Background: an optimization exercise with open tools, aiming at small area. Do not read the settings as production practice.
The RTL was checked by simulation tests, not by an equivalence proof against the original design.
The clock port is modelled as an ideal driver, which makes a skipped or thinned clock tree look cheaper than it is; a real chip needs a root buffer or a tree.
Power figures rest on the tool's default switching activity, not on a simulated workload.

== the previous run ==
==> flow/design.v <==
`timescale 1ns / 1ps
`default_nettype none
module uart_tx(
    input wire i_clk,
    input wire i_rst,
    input wire i_start,
    input wire [7:0] i_data,
    output reg o_tx,
    output reg o_busy
    );
    localparam [9:0] TICK_STATE = 10'b1000000010;
    localparam [9:0] POL        = 10'b1010101010;
    reg [9:0] bx;
    reg [3:0] ph;
    reg [7:0] hold;
    reg par;
    wire [3:0] nxt;
    wire idle, stopc, d7, isdata;
    wire [2:0] sel;
    wire [9:0] b = bx ^ POL;
    wire tick = (b == TICK_STATE);
    wire [9:0] b_next = {b[8:0], b[9] ^ b[2] ^ tick};
    wire jump = !ph[3] && (ph[2] ^ ph[0]);    
    assign nxt = jump ? {3'b011, i_start} : ph + 4'd1;
    assign idle = !ph[3] && ph[2] && !ph[0];
    assign stopc = !ph[3] && ph[2] && ph[0];
    assign d7 = !ph[3] && !ph[2] && !ph[0];
    assign isdata = ph[3];
    assign sel = ph[2:0];
    always @(posedge i_clk)
        bx <= (idle ? TICK_STATE : b_next) ^ POL;
    always @(posedge i_clk) begin
        if (i_rst)
            ph <= 4'd6;
        else if (tick || idle)
            ph <= nxt;
    end
    always @(posedge i_clk)
        if (tick && stopc)
            hold <= i_data;
    wire px = par ^ o_tx;
    always @(posedge i_clk)
        if (tick)
            par <= stopc ? 1'b0 : px;
    always @(posedge i_clk)
        o_busy <= !i_rst && !idle;
    always @(posedge i_clk) begin
        if (i_rst)
            o_tx <= 1'b1;
        else if (tick) begin
            if (isdata)
                o_tx <= hold[sel];
            else if (stopc)
                o_tx <= 1'b0;
            else if (d7)
                o_tx <= px;
            else
                o_tx <= 1'b1;
        end
    end
endmodule
clock: 10.0 ns
lec_check: 0
cap_margin: 20
core_area: 2.3 2.72 57.5 59.84
die_area: 0 0 59.8 62.56
place_density: 0.6
slew_margin: 20
standard.sh (not shown) runs the stock make flow with config.mk's settings and CLKGATE_MAP_FILE= SYNTH_SCRIPT=/design/flow/synth_recipe.tcl, a recipe that flattens the netlist after the stock synthesis.
==> flow/flow/run.sh <==
#!/bin/bash
# Own layout flow: the standard flow (standard.sh) with these changes.
# 1. Synthesis runs the standard script (synth_recipe.tcl) with an area-only
#    ABC mapping script (no buffering or upsizing) and without the half-adder
#    extraction step, through a copy of ORFS's scripts folder (SCRIPTS_DIR).
# 2. Port buffers are the smallest buffer cell, buf_1.
# 3. Clock tree: one clock buffer, driven by the clock port, drives every
#    register (manual_cts.tcl, in place of clock_tree_synthesis; the rest of
#    ORFS's cts step, timing repair and placement, runs as usual).
# Each step writes its full output to a log of its own in this folder.
set -euo pipefail
WORK=$(pwd)
rm -rf "$WORK/own_scripts"
cp -r "$FLOW_HOME/scripts" "$WORK/own_scripts"
cp "$WORK/flow/abc_area.script" "$WORK/own_scripts/abc_area.script"
cp "$WORK/flow/abc_area.script" "$WORK/own_scripts/abc_speed.script"
sed -i 's|^log_cmd clock_tree_synthesis .*$|source $::env(MANUAL_CTS_TCL)|' "$WORK/own_scripts/cts.tcl"
grep -q MANUAL_CTS_TCL "$WORK/own_scripts/cts.tcl"

ADDER_MAP_FILE= SCRIPTS_DIR="$WORK/own_scripts" \
  bash standard.sh synth > "$WORK/step1_synth.log" 2>&1
BUFFER_PORTS_ARGS="-buffer_cell sky130_fd_sc_hd__buf_1" \
  bash standard.sh floorplan place > "$WORK/step2_floorplan_place.log" 2>&1
SCRIPTS_DIR="$WORK/own_scripts" MANUAL_CTS_TCL="$WORK/flow/manual_cts.tcl" \
  MANUAL_CTS_PORT=i_clk MANUAL_CTS_BUF=sky130_fd_sc_hd__clkbuf_16 \
  bash standard.sh cts > "$WORK/step3_cts.log" 2>&1
bash standard.sh > "$WORK/step4_route_finish.log" 2>&1
Other scripts of this flow, unchanged in this note and not shown: flow/flow/abc_area.script, flow/flow/manual_cts.tcl
No stage failed in the previous run, and the final checks on the layout all came back clean.
Relative to the previous run, the following input files were edited for the current run:
diff --git a/flow/design.v b/flow/design.v
--- a/flow/design.v
+++ b/flow/design.v
@@ -17,19 +17,23 @@
     wire [3:0] nxt;
     wire idle, stopc, d7, isdata;
     wire [2:0] sel;
     wire [9:0] b = bx ^ POL;
     wire tick = (b == TICK_STATE);
     wire [9:0] b_next = {b[8:0], b[9] ^ b[2] ^ tick};
-    wire jump = !ph[3] && (ph[2] ^ ph[0]);    
-    assign nxt = jump ? {3'b011, i_start} : ph + 4'd1;
-    assign idle = !ph[3] && ph[2] && !ph[0];
-    assign stopc = !ph[3] && ph[2] && ph[0];
-    assign d7 = !ph[3] && !ph[2] && !ph[0];
-    assign isdata = ph[3];
-    assign sel = ph[2:0];
+    assign nxt[0] = (~ph[0] & ph[3]) | (~ph[0] & i_start) | (~ph[0] & ~ph[1]) | (~ph[2] & ~ph[3] & i_start);
+    assign nxt[1] = (ph[0] & ~ph[1]) | (~ph[0] & ph[1]);
+    assign nxt[2] = (ph[0] & ph[1] & ~ph[2]) | (~ph[1] & ph[2]) | (~ph[0] & ph[2]) | (ph[0] & ~ph[1] & ~ph[3]);
+    assign nxt[3] = (~ph[0] & ph[3]) | (~ph[1] & ph[3]) | (ph[1] & ~ph[2]) | (ph[0] & ph[1] & ~ph[3]);
+    assign idle = (~ph[0] & ph[1] & ~ph[3]);
+    assign stopc = (ph[0] & ph[1] & ~ph[3]);
+    assign d7 = (~ph[0] & ~ph[2] & ~ph[3]);
+    assign isdata = (ph[3]);
+    assign sel[0] = (ph[0]);
+    assign sel[1] = (ph[1]);
+    assign sel[2] = (ph[2]);
     always @(posedge i_clk)
         bx <= (idle ? TICK_STATE : b_next) ^ POL;
     always @(posedge i_clk) begin
         if (i_rst)
             ph <= 4'd6;
         else if (tick || idle)
[summary]
Via count went up slightly going from the previous run to the current run.
Measured against each other, the previous run and the current run differ in final critical path time including I/O delays and setup, the higher figure coming from the previous run.
Tightest slew margin relative to the limit: the previous run and the current run compared, higher one is the current run
The first-pass GRT wire length in the current run was lower than what the previous run gave.
Of the previous run and the current run, the current run shows the lower sequential share of layout area, with the previous run above it.
Of the previous run and the current run, the run reporting the higher worst hold slack was the previous run.
Comparing overall routing resource usage for the previous run and the current run, the bigger number came from the previous run.
Taking the previous run as the reference point, the clock network fraction of design power of the current run falls by 0.3 points.
| clock insertion delay at the later pin of the skew report | the previous run vs the current run | ≈ equal |
Taking the previous run over the current run, the total wire length after detailed routing ratio works out to 1.12.
The previous run → the current run: total power of the final layout has decreased, portion of total power attributed to combinational logic has decreased, area of the mapped netlist has increased.
No run of this note takes its clock network from TritonCTS; it comes from the design's own scripts or RTL.

==> what the ideal ports hide <==
Ports are ideal in the flow. The routed layouts listed here were re-timed in OpenROAD.
Step 1 sets driving cells, clkbuf_16 on the clock port and buf_2 on the other inputs (assumed; they add their load-dependent delay and slew).
Step 2 also shifts input and output timing later by t, the mid clock arrival at the registers, as if the neighbouring blocks saw the same clock.
a / b / c = ideal / step 1 / step 2; a / b = the first two.
run | shift t [ns] | setup WS [ns] | worst slew at a driven data input, ns
the previous run | 0.179 | 7.063 / 7.063 / 7.063 | 0.03
the current run | 0.170 | 7.300 / 7.277 / 7.444 | 0.03
After both steps every run listed still meets setup and hold.
